Background: an optimization exercise with open tools, aiming at small area. Do not read the settings as production practice. Function was checked by simulation only, so behaviour that the tests miss may differ from the original. Power figures rest on the tool's default switching activity, not on a simulated workload.

## run 1
// cs42448
module cs42448 #(
	parameter clk_freq = 12288,
	parameter i2c_bps = 400000,
	parameter startup_frames = 512,
	parameter startup_frames2 = 32
)(
	input				sys_clk,
	input				sys_nrst,
	output				CS42xx8_DAC_SDOUT0,
	output				CS42xx8_DAC_SDOUT1,
	output				CS42xx8_DAC_SDOUT2,
	output				CS42xx8_DAC_SDOUT3,
	output				CS42xx8_DAC_SCLK,
	output				CS42xx8_DAC_LRCK,
	input				CS42xx8_ADC_SDIN0,
	input				CS42xx8_ADC_SDIN1,
	input				CS42xx8_ADC_SDIN2,
	output				CS42xx8_ADC_SCLK,
	output				CS42xx8_ADC_LRCK,
	output				CS42xx8_MCLK_EN,
	output				CS42xx8_SCL,
	input				CS42xx8_SDA_I,
	output				CS42xx8_SDA_O,
	output				CS42xx8_SDA_OE,
	output				CS42xx8_nRST
);
	wire	[5 : 0]		ph;
	wire				all_ready;
	wire				all_ready2;
	cs42448_iic #(
		.startup_frames		(startup_frames),
		.startup_frames2	(startup_frames2)
	) cs42448_u0 (
		.sys_clk		(sys_clk),
		.sys_nrst		(sys_nrst),
		.ph				(ph),
		.all_ready		(all_ready),
		.all_ready2		(all_ready2),
		.cs_mclk_rdy	(CS42xx8_MCLK_EN),
		.cs_nrst		(CS42xx8_nRST),
		.scl			(CS42xx8_SCL),
		.sda_i			(CS42xx8_SDA_I),
		.sda_o			(CS42xx8_SDA_O),
		.sda_oe			(CS42xx8_SDA_OE)
	);
	wire	dout0, dout1, dout2;
	cs42448_adc cs42448_adc_u0 (
		.sys_clk		(sys_clk),
		.ph				(ph),
		.ADC_SDIN_CH0	(CS42xx8_ADC_SDIN0),
		.ADC_SDIN_CH1	(CS42xx8_ADC_SDIN1),
		.ADC_SDIN_CH2	(CS42xx8_ADC_SDIN2),
  ...
Size: about 540 cells after synthesis, ~150 flip-flops, ~19 I/O pins, ~5500 µm² of cells after synthesis.
==> flow/config.mk <==
export PLATFORM = sky130hd
export DESIGN_NAME = cs42448
export DESIGN_NICKNAME = cs42448
export VERILOG_FILES = /design/flow/design.v
export SDC_FILE = /design/flow/constraint.sdc
export NUM_CORES = 4
export LEC_CHECK = 0
export CAP_MARGIN = 20
export CORE_MARGIN = 2
export CORE_UTILIZATION = 40
export SLEW_MARGIN = 20
==> flow/constraint.sdc <==
create_clock -name core_clock -period 10.0 [get_ports {sys_clk}]
set_input_delay 2.0000 -clock core_clock [delete_from_list [all_inputs] [get_ports {sys_clk}]]
set_output_delay 2.0000 -clock core_clock [all_outputs]
set_load 0.01 [all_outputs]
standard.sh (not shown) runs the stock make flow with config.mk's settings and CLKGATE_MAP_FILE= SYNTH_SCRIPT=/design/flow/synth_recipe.tcl, a recipe that flattens the netlist after the stock synthesis.
==> flow/flow/run.sh <==
#!/bin/bash
# Standard ORFS layout; only the clock tree synthesis arguments differ
# (larger sink clusters, no dummy loads).
set -euo pipefail
export CTS_ARGS="-sink_clustering_enable -repair_clock_nets -sink_clustering_size 40 -sink_clustering_max_diameter 300 -buf_list sky130_fd_sc_hd__clkbuf_16 -dont_use_dummy_load"
bash standard.sh > standard.log 2>&1
## Diff of input files: run 2 against run 1
==> flow/flow/run.sh <==
#!/bin/bash
# Standard ORFS layout with different knobs: clock tree without dummy
# loads, single-drive port buffers, power (area) recovery after global route.
set -euo pipefail
export CTS_ARGS="-sink_clustering_enable -repair_clock_nets -buf_list sky130_fd_sc_hd__clkbuf_8 -dont_use_dummy_load"
export BUFFER_PORTS_ARGS="-buffer_cell sky130_fd_sc_hd__buf_1"
export RECOVER_POWER=100
bash standard.sh > standard.log 2>&1
Summary of run 2 over run 1: detailed-route vias per instance held, setup slack picked up an extra 0.075 ns, layout overhead on the synthesized area -5.4 points, total power -about 12%. Run 2 reports a lower global routing met2 resource utilization than run 1 does. Run 2 ends up with higher sequential share of power than run 1 does. Part of the power in the clock network for run 2 is lower than for run 1. Compared with run 1, run 2 shows a lower global-route usage.
What run 3 does differently from run 2 at the input level:
# run 2
export LEC_CHECK = 0
export CAP_MARGIN = 20
export CORE_MARGIN = 2
export CORE_UTILIZATION = 40
export SLEW_MARGIN = 20
create_clock -name core_clock -period 10.0 [get_ports {sys_clk}]
# run 3
export LEC_CHECK = 0
export CAP_MARGIN = 20
export CORE_MARGIN = 2
export CORE_UTILIZATION = 40
export CTS_BUF_LIST = sky130_fd_sc_hd__clkbuf_8
export CTS_CLUSTER_DIAMETER = 100
export CTS_CLUSTER_SIZE = 30
export SLEW_MARGIN = 20
create_clock -name core_clock -period 10.0 [get_ports {sys_clk}]
==> flow/run.sh (new file) <==
#!/bin/bash
# synth_recipe.tcl (not shown) runs the flow's synth.tcl, then flattens the netlist and writes it again
# the make line also repeats each setting of config.mk as NAME=value (left out here)
make -C /OpenROAD-flow-scripts/flow DESIGN_CONFIG=/design/flow/config.mk WORK_HOME=/design/flow/orfs CLKGATE_MAP_FILE= SYNTH_SCRIPT=/design/flow/synth_recipe.tcl finish
removed: flow/flow/run.sh
removed: flow/standard.sh
## What came out
NOTE: post-layout total power in run 3 exceeds that of run 2
Run 3 -> run 2: share of the synthesized netlist area taken by xor and xnor gates delta 0, exact match
Between run 3 and run 2, it is run 3 whose arrival time of data at the critical path endpoint is higher, by 0.08 ns.
Run 3 vs. run 2: HPWL after detailed placement now smaller, biggest cell delay along the critical path now larger, met1 layer usage reported by global route now larger.
Sort run 2 and run 3 by via count asc -> top: run 2
Net switching power of the design, run 3 vs run 2: up by more than 10%
| clock transition at the register clock pins on the worst setup and hold paths after CTS | run 2 vs run 3 | ≈ equal |
STATUS worst path setup slack after routing: run 3 loses against run 2


cs42448, a different RTL version from the one above (not shown whole).
For scale: ~550 cells after synthesis, about 150 flip-flops, roughly 19 I/O pins, roughly 0.0056 mm2 of cells after synthesis.
Settings: LEC_CHECK=0, CAP_MARGIN=20, CORE_MARGIN=2, CORE_UTILIZATION=40, CTS_BUF_LIST=sky130_fd_sc_hd__clkbuf_8, CTS_CLUSTER_DIAMETER=100, CTS_CLUSTER_SIZE=30, SLEW_MARGIN=20; clock period 10.0 ns.
run.sh (not shown) runs the stock make flow with config.mk's settings and CLKGATE_MAP_FILE= SYNTH_SCRIPT=/design/flow/synth_recipe.tcl, a recipe that flattens the netlist after the stock synthesis.
Stock flow here: none of the scripts above is used.
Change:
- CTS_BUF_LIST: sky130_fd_sc_hd__clkbuf_8 -> not set
- CTS_CLUSTER_DIAMETER: 100 -> not set
- CTS_CLUSTER_SIZE: 30 -> not set
Via count climbs by 0.47%.
Total power grows by 12%.
Worst setup slack improved by 0.048 ns.
Final cell count is unchanged.
Final area goes up by 3.0%.
Wire length is higher by 1.4%.
Count of clock-buffer cells in the layout goes up by 2.
Global-route usage came out higher by 0.27 points.
Non-clock buffer count stays the same.

static timing again, ports no longer ideal:
No port has a modelled driver above. Below, the same layouts with a new extraction and two added sets of constraints. Step 1 (the two cells are an assumption about what drives the block):
set clk [get_ports {sys_clk}]
set_driving_cell -lib_cell sky130_fd_sc_hd__clkbuf_16 $clk
set_driving_cell -lib_cell sky130_fd_sc_hd__buf_2 [delete_from_list [all_inputs] $clk]
Step 2, shift: input delay + t, output delay - t, t = (earliest + latest rising clock arrival at the registers) / 2. This alone moves slack from input paths to output paths. Slacks: ideal ports / drivers / drivers and shift; pairs: ideal ports / drivers.
run	t, ns	setup slack, ns	latest minus earliest clock arrival (ns)	worst data-port slew with drivers (ns)
run 1	0.432	5.425 / 5.433 / 5.001	0.024 / 0.025	0.03
run 2	0.440	5.500 / 5.509 / 5.070	0.021 / 0.021	0.03
run 3	0.464	5.449 / 5.455 / 4.991	0.015 / 0.015	0.03
the first run of note 2	0.463	5.439 / 5.405 / 5.868	0.019 / 0.020	0.03
the second run of note 2	0.446	5.487 / 5.450 / 5.895	0.009 / 0.009	0.03
After both steps every run listed still meets setup and hold. The setup slack of run 3, which loses most, moves by +0.006 ns with the drivers and by -0.458 ns with both steps.
